Source: an optimization exercise on an open RTL-to-GDS flow (aim: small area). Production flows keep margins and buffers that such runs may drop. The RTL was checked by simulation tests, not by an equivalence proof against the original design. Power is estimated from default activity; no workload was simulated.

==> module moving_average_v4, before the edit <==
module moving_average_v4 #(
    parameter DATA_WIDTH = 16
) (
    input wire clk,
    input wire rst_n,
    input wire enable,
    input wire data_refresh,
    input wire output_refresh_mode,
    input wire signed [DATA_WIDTH-1:0] din,
    input wire [2:0] mode,
    output reg signed [DATA_WIDTH-1:0] dout,
    output reg output_pulse
);
reg [15:0] h [1:16];
reg [3:0] c;
reg full;
reg [18:0] r7;
reg [19:0] r16;
wire we = enable & data_refresh;
wire wen = ~we;
wire v1 = full | (c != 4'd0);
wire v2 = full | (c >= 4'd2);
wire v3 = full | (c >= 4'd3);
wire v7 = full | (c >= 4'd7);
wire [15:0] h1m  = v1 ? h[1] : 16'd0;
wire [15:0] h2m  = (v2 && mode[1]) ? h[2] : 16'd0;
wire [15:0] h3m  = (v3 && mode[1] && mode[0]) ? h[3] : 16'd0;
wire [15:0] h7m  = v7 ? h[7] : 16'd0;
wire [15:0] h16m = full ? h[16] : 16'd0;
wire [15:0] t7  = we ? h7m : din;
wire [15:0] t16 = we ? h16m : din;
genvar k;
wire [15:0] p0, q0, p1, q1;
wire [15:0] s16;
wire [16:0] ca;
generate
    for (k = 0; k < 16; k = k + 1) begin : g_s16
        fa u_r0 (.a(din[k]), .b(h1m[k]), .ci(h2m[k]), .s(p0[k]), .co(q0[k]));
        if (k == 0) begin : b0
            assign q1[0] = p0[0] & h3m[0];
            assign p1[0] = 1'b0;
            assign s16[0] = 1'b0;
            assign ca[1] = 1'b0;
        end else begin : bk
            fa u_r1 (.a(p0[k]), .b(q0[k-1]), .ci(h3m[k]), .s(p1[k]), .co(q1[k]));
            if (k == 1) begin : b1
                assign s16[1] = p1[1] ^ q1[0];
                assign ca[2] = p1[1] & q1[0];
            end else begin : bc
                fa u_a (.a(p1[k]), .b(q1[k-1]), .ci(ca[k]), .s(s16[k]), .co(ca[k+1]));
            end
        end
    end
endgenerate
wire [18:0] dinx7 = {{3{din[15]}}, din};
wire [18:0] nt7 = ~{{3{t7[15]}}, t7};
wire [18:0] s8, r7n;
wire [19:0] cb, cc;
assign s8[0] = r7[0] ^ din[0];
assign cb[1] = r7[0] & din[0];
assign r7n[0] = s8[0] ^ t7[0];
assign cc[1] = s8[0] | nt7[0];
generate
    for (k = 1; k < 19; k = k + 1) begin : g_s8
        fa u_a (.a(r7[k]), .b(dinx7[k]), .ci(cb[k]), .s(s8[k]), .co(cb[k+1]));
        fa u_b (.a(s8[k]), .b(nt7[k]), .ci(cc[k]), .s(r7n[k]), .co(cc[k+1]));
    end
endgenerate
wire [15:0] nt16 = ~t16;
wire [16:0] d;
wire [16:0] ce;
wire [19:0] r16n;
wire [20:0] cd;
assign d[0] = ~(din[0] ^ nt16[0]);
assign ce[1] = din[0] | nt16[0];
generate
    for (k = 1; k < 16; k = k + 1) begin : g_d
        fa u_d (.a(din[k]), .b(nt16[k]), .ci(ce[k]), .s(d[k]), .co(ce[k+1]));
    end
endgenerate
assign d[16] = din[15] ^ nt16[15] ^ ce[16];
wire [19:0] dx = {{3{d[16]}}, d};
assign r16n[0] = r16[0] ^ d[0];
assign cd[1] = r16[0] & d[0];
generate
    for (k = 1; k < 20; k = k + 1) begin : g_r16
        fa u_a (.a(r16[k]), .b(dx[k]), .ci(cd[k]), .s(r16n[k]), .co(cd[k+1]));
    end
endgenerate
wire [15:0] hd [1:16];
wire [15:0] hsrc [1:16];
assign hsrc[1] = din;
genvar g;
generate
    for (g = 1; g <= 16; g = g + 1) begin : gh
        if (g > 1) begin : gs
            assign hsrc[g] = h[g-1];
        end
        for (k = 0; k < 16; k = k + 1) begin : gb
            sel2 u_s (.s(we), .sn(wen), .a(hsrc[g][k]), .b(h[g][k]), .y(hd[g][k]));
        end
    end
endgenerate
integer i;
always @(posedge clk) begin
    for (i = 1; i <= 16; i = i + 1) h[i] <= hd[i];
end
wire e_din = enable & ((mode == 3'b000) | (mode[2] & mode[1]));
wire e_1   = enable & (mode == 3'b001);
wire e_23  = enable & (mode[2:1] == 2'b01);
wire e_4   = enable & (mode == 3'b100);
wire e_5   = enable & (mode == 3'b101);
wire e_h   = ~enable;
wire [15:0] m1  = {s16[15], s16[15:1]};
wire [15:0] m23 = {{2{s16[15]}}, s16[15:2]};
wire [15:0] dn;
generate
    for (k = 0; k < 16; k = k + 1) begin : g_out
        wire y0, y1;
        ao3n u_o0 (.a0(e_din), .b0(din[k]), .a1(e_1), .b1(m1[k]), .a2(e_23), .b2(m23[k]), .y(y0));
        ao3n u_o1 (.a0(e_4), .b0(s8[k+3]), .a1(e_5), .b1(r16[k+4]), .a2(e_h), .b2(dout[k]), .y(y1));
        assign dn[k] = ~(y0 & y1);
    end
endgenerate
always @(posedge clk or negedge rst_n) begin
    if (!rst_n) begin
        c <= 4'd0;
        full <= 1'b0;
        r7 <= 19'd0;
        r16 <= 20'd0;
        dout <= 16'd0;
        output_pulse <= 1'b0;
    end else begin
        r7 <= r7n;
        r16 <= r16n;
        dout <= dn;
        if (enable) begin
            if (data_refresh) begin
                c <= c + 4'd1;
                if (c == 4'd15) full <= 1'b1;
            end
            if (!data_refresh)
                output_pulse <= 1'b0;
            else if (output_refresh_mode)
                output_pulse <= 1'b1;
            else
                case (mode)
                    3'b001: output_pulse <= c[0];
                    3'b010: output_pulse <= (c[1:0] == 2'b10);
                    3'b011: output_pulse <= (c[1:0] == 2'b11);
                    3'b100: output_pulse <= (c[2:0] == 3'b111);
                    3'b101: output_pulse <= (c == 4'b1111);
                    default: output_pulse <= 1'b1;
                endcase
        end
    end
end
endmodule
==> module ao3n, before the edit <==
module ao3n (
    input wire a0, input wire b0,
    input wire a1, input wire b1,
    input wire a2, input wire b2,
    output wire y
);
assign y = ~((a0 & b0) | (a1 & b1) | (a2 & b2));
endmodule
export LEC_CHECK = 0
export CAP_MARGIN = 20
export CORE_MARGIN = 2
export CORE_UTILIZATION = 70
export PLACE_DENSITY = 0.8
export SLEW_MARGIN = 20
export SYNTH_HIERARCHICAL = 1
create_clock -name core_clock -period 11.0 [get_ports {clk}]
standard.sh (not shown) runs the stock make flow with config.mk's settings and CLKGATE_MAP_FILE= SYNTH_SCRIPT=/design/flow/synth_recipe.tcl, a recipe that flattens the netlist after the stock synthesis.
==> flow/flow/run.sh <==
#!/bin/bash
# Standard layout, with smaller port buffers and a clock tree without dummy loads.
set -e
export BUFFER_PORTS_ARGS="-buffer_cell sky130_fd_sc_hd__buf_1"
export CTS_ARGS="-sink_clustering_enable -repair_clock_nets -sink_clustering_size 18 -sink_clustering_max_diameter 55 -buf_list sky130_fd_sc_hd__clkbuf_8 -dont_use_dummy_load"
bash standard.sh > standard.log 2>&1
Rerun with:
--- a/flow/design.v
+++ b/flow/design.v
@@ -67,25 +67,19 @@
         fa u_b (.a(s8[k]), .b(nt7[k]), .ci(cc[k]), .s(r7n[k]), .co(cc[k+1]));
     end
 endgenerate
-wire [15:0] nt16 = ~t16;
-wire [16:0] d;
-wire [16:0] ce;
-wire [19:0] r16n;
+wire [19:0] dinx16 = {{4{din[15]}}, din};
+wire [19:0] nt16 = ~{{4{t16[15]}}, t16};
+wire [19:0] p2, q2, r16n;
 wire [20:0] cd;
-assign d[0] = ~(din[0] ^ nt16[0]);
-assign ce[1] = din[0] | nt16[0];
 generate
-    for (k = 1; k < 16; k = k + 1) begin : g_d
-        fa u_d (.a(din[k]), .b(nt16[k]), .ci(ce[k]), .s(d[k]), .co(ce[k+1]));
-    end
-endgenerate
-assign d[16] = din[15] ^ nt16[15] ^ ce[16];
-wire [19:0] dx = {{3{d[16]}}, d};
-assign r16n[0] = r16[0] ^ d[0];
-assign cd[1] = r16[0] & d[0];
-generate
-    for (k = 1; k < 20; k = k + 1) begin : g_r16
-        fa u_a (.a(r16[k]), .b(dx[k]), .ci(cd[k]), .s(r16n[k]), .co(cd[k+1]));
+    for (k = 0; k < 20; k = k + 1) begin : g_r16
+        fa u_r (.a(r16[k]), .b(dinx16[k]), .ci(nt16[k]), .s(p2[k]), .co(q2[k]));
+        if (k == 0) begin : b0
+            assign r16n[0] = ~p2[0];
+            assign cd[1] = p2[0];
+        end else begin : bk
+            fa u_a (.a(p2[k]), .b(q2[k-1]), .ci(cd[k]), .s(r16n[k]), .co(cd[k+1]));
+        end
     end
 endgenerate
 wire [15:0] hd [1:16];
@@ -117,10 +111,9 @@
 wire [15:0] dn;
 generate
     for (k = 0; k < 16; k = k + 1) begin : g_out
-        wire y0, y1;
-        ao3n u_o0 (.a0(e_din), .b0(din[k]), .a1(e_1), .b1(m1[k]), .a2(e_23), .b2(m23[k]), .y(y0));
-        ao3n u_o1 (.a0(e_4), .b0(s8[k+3]), .a1(e_5), .b1(r16[k+4]), .a2(e_h), .b2(dout[k]), .y(y1));
-        assign dn[k] = ~(y0 & y1);
+        ao6 u_o (.a0(e_din), .b0(din[k]), .a1(e_1), .b1(m1[k]), .a2(e_23), .b2(m23[k]),
+                 .a3(e_4), .b3(s8[k+3]), .a4(e_5), .b4(r16[k+4]), .a5(e_h), .b5(dout[k]),
+                 .y(dn[k]));
     end
 endgenerate
 always @(posedge clk or negedge rst_n) begin
@@ -176,11 +169,14 @@
 );
 assign y = (s & a) | (sn & b);
 endmodule
-module ao3n (
+module ao6 (
     input wire a0, input wire b0,
     input wire a1, input wire b1,
     input wire a2, input wire b2,
+    input wire a3, input wire b3,
+    input wire a4, input wire b4,
+    input wire a5, input wire b5,
     output wire y
 );
-assign y = ~((a0 & b0) | (a1 & b1) | (a2 & b2));
+assign y = (a0 & b0) | (a1 & b1) | (a2 & b2) | (a3 & b3) | (a4 & b4) | (a5 & b5);
 endmodule
What happened: Utilization hardly moves. Combinational power rose by a little under a tenth. Die area rises slightly. Synthesized cell count rose slightly. Non-clock buffer count climbs by 1. Worst setup slack is better by 0.11 ns. Routed wire length increases by a few percent. Cell area went up slightly. Clock skew falls by 0.011 ns.

## separate check: timing with driven ports
In the flow no input, the clock included, has a driving cell. The finished layouts below were timed again as built, in two steps. Step 1 sets driving cells, clkbuf_16 on the clock port and buf_2 on the other inputs (assumed; they add their load-dependent delay and slew). Step 2, shift: input delay + t, output delay - t, t = (earliest + latest rising clock arrival at the registers) / 2. This alone moves slack from input paths to output paths. Slacks: ideal / step 1 / step 2; pairs: ideal / step 1.
run | shift t [ns] | setup slack, ns | worst slew at a driven data input, ns | pins driven straight from the clock port
the first run | 0.581 | 0.339 / 0.354 / -0.226 | 0.04 | 1
the second run | 0.587 | 0.445 / 0.459 / -0.128 | 0.05 | 1
With both steps, setup timing fails in the first run and the second run, where it was met with ideal ports. The setup slack of the second run, which loses most, moves by +0.014 ns with the drivers and by -0.573 ns with both steps.
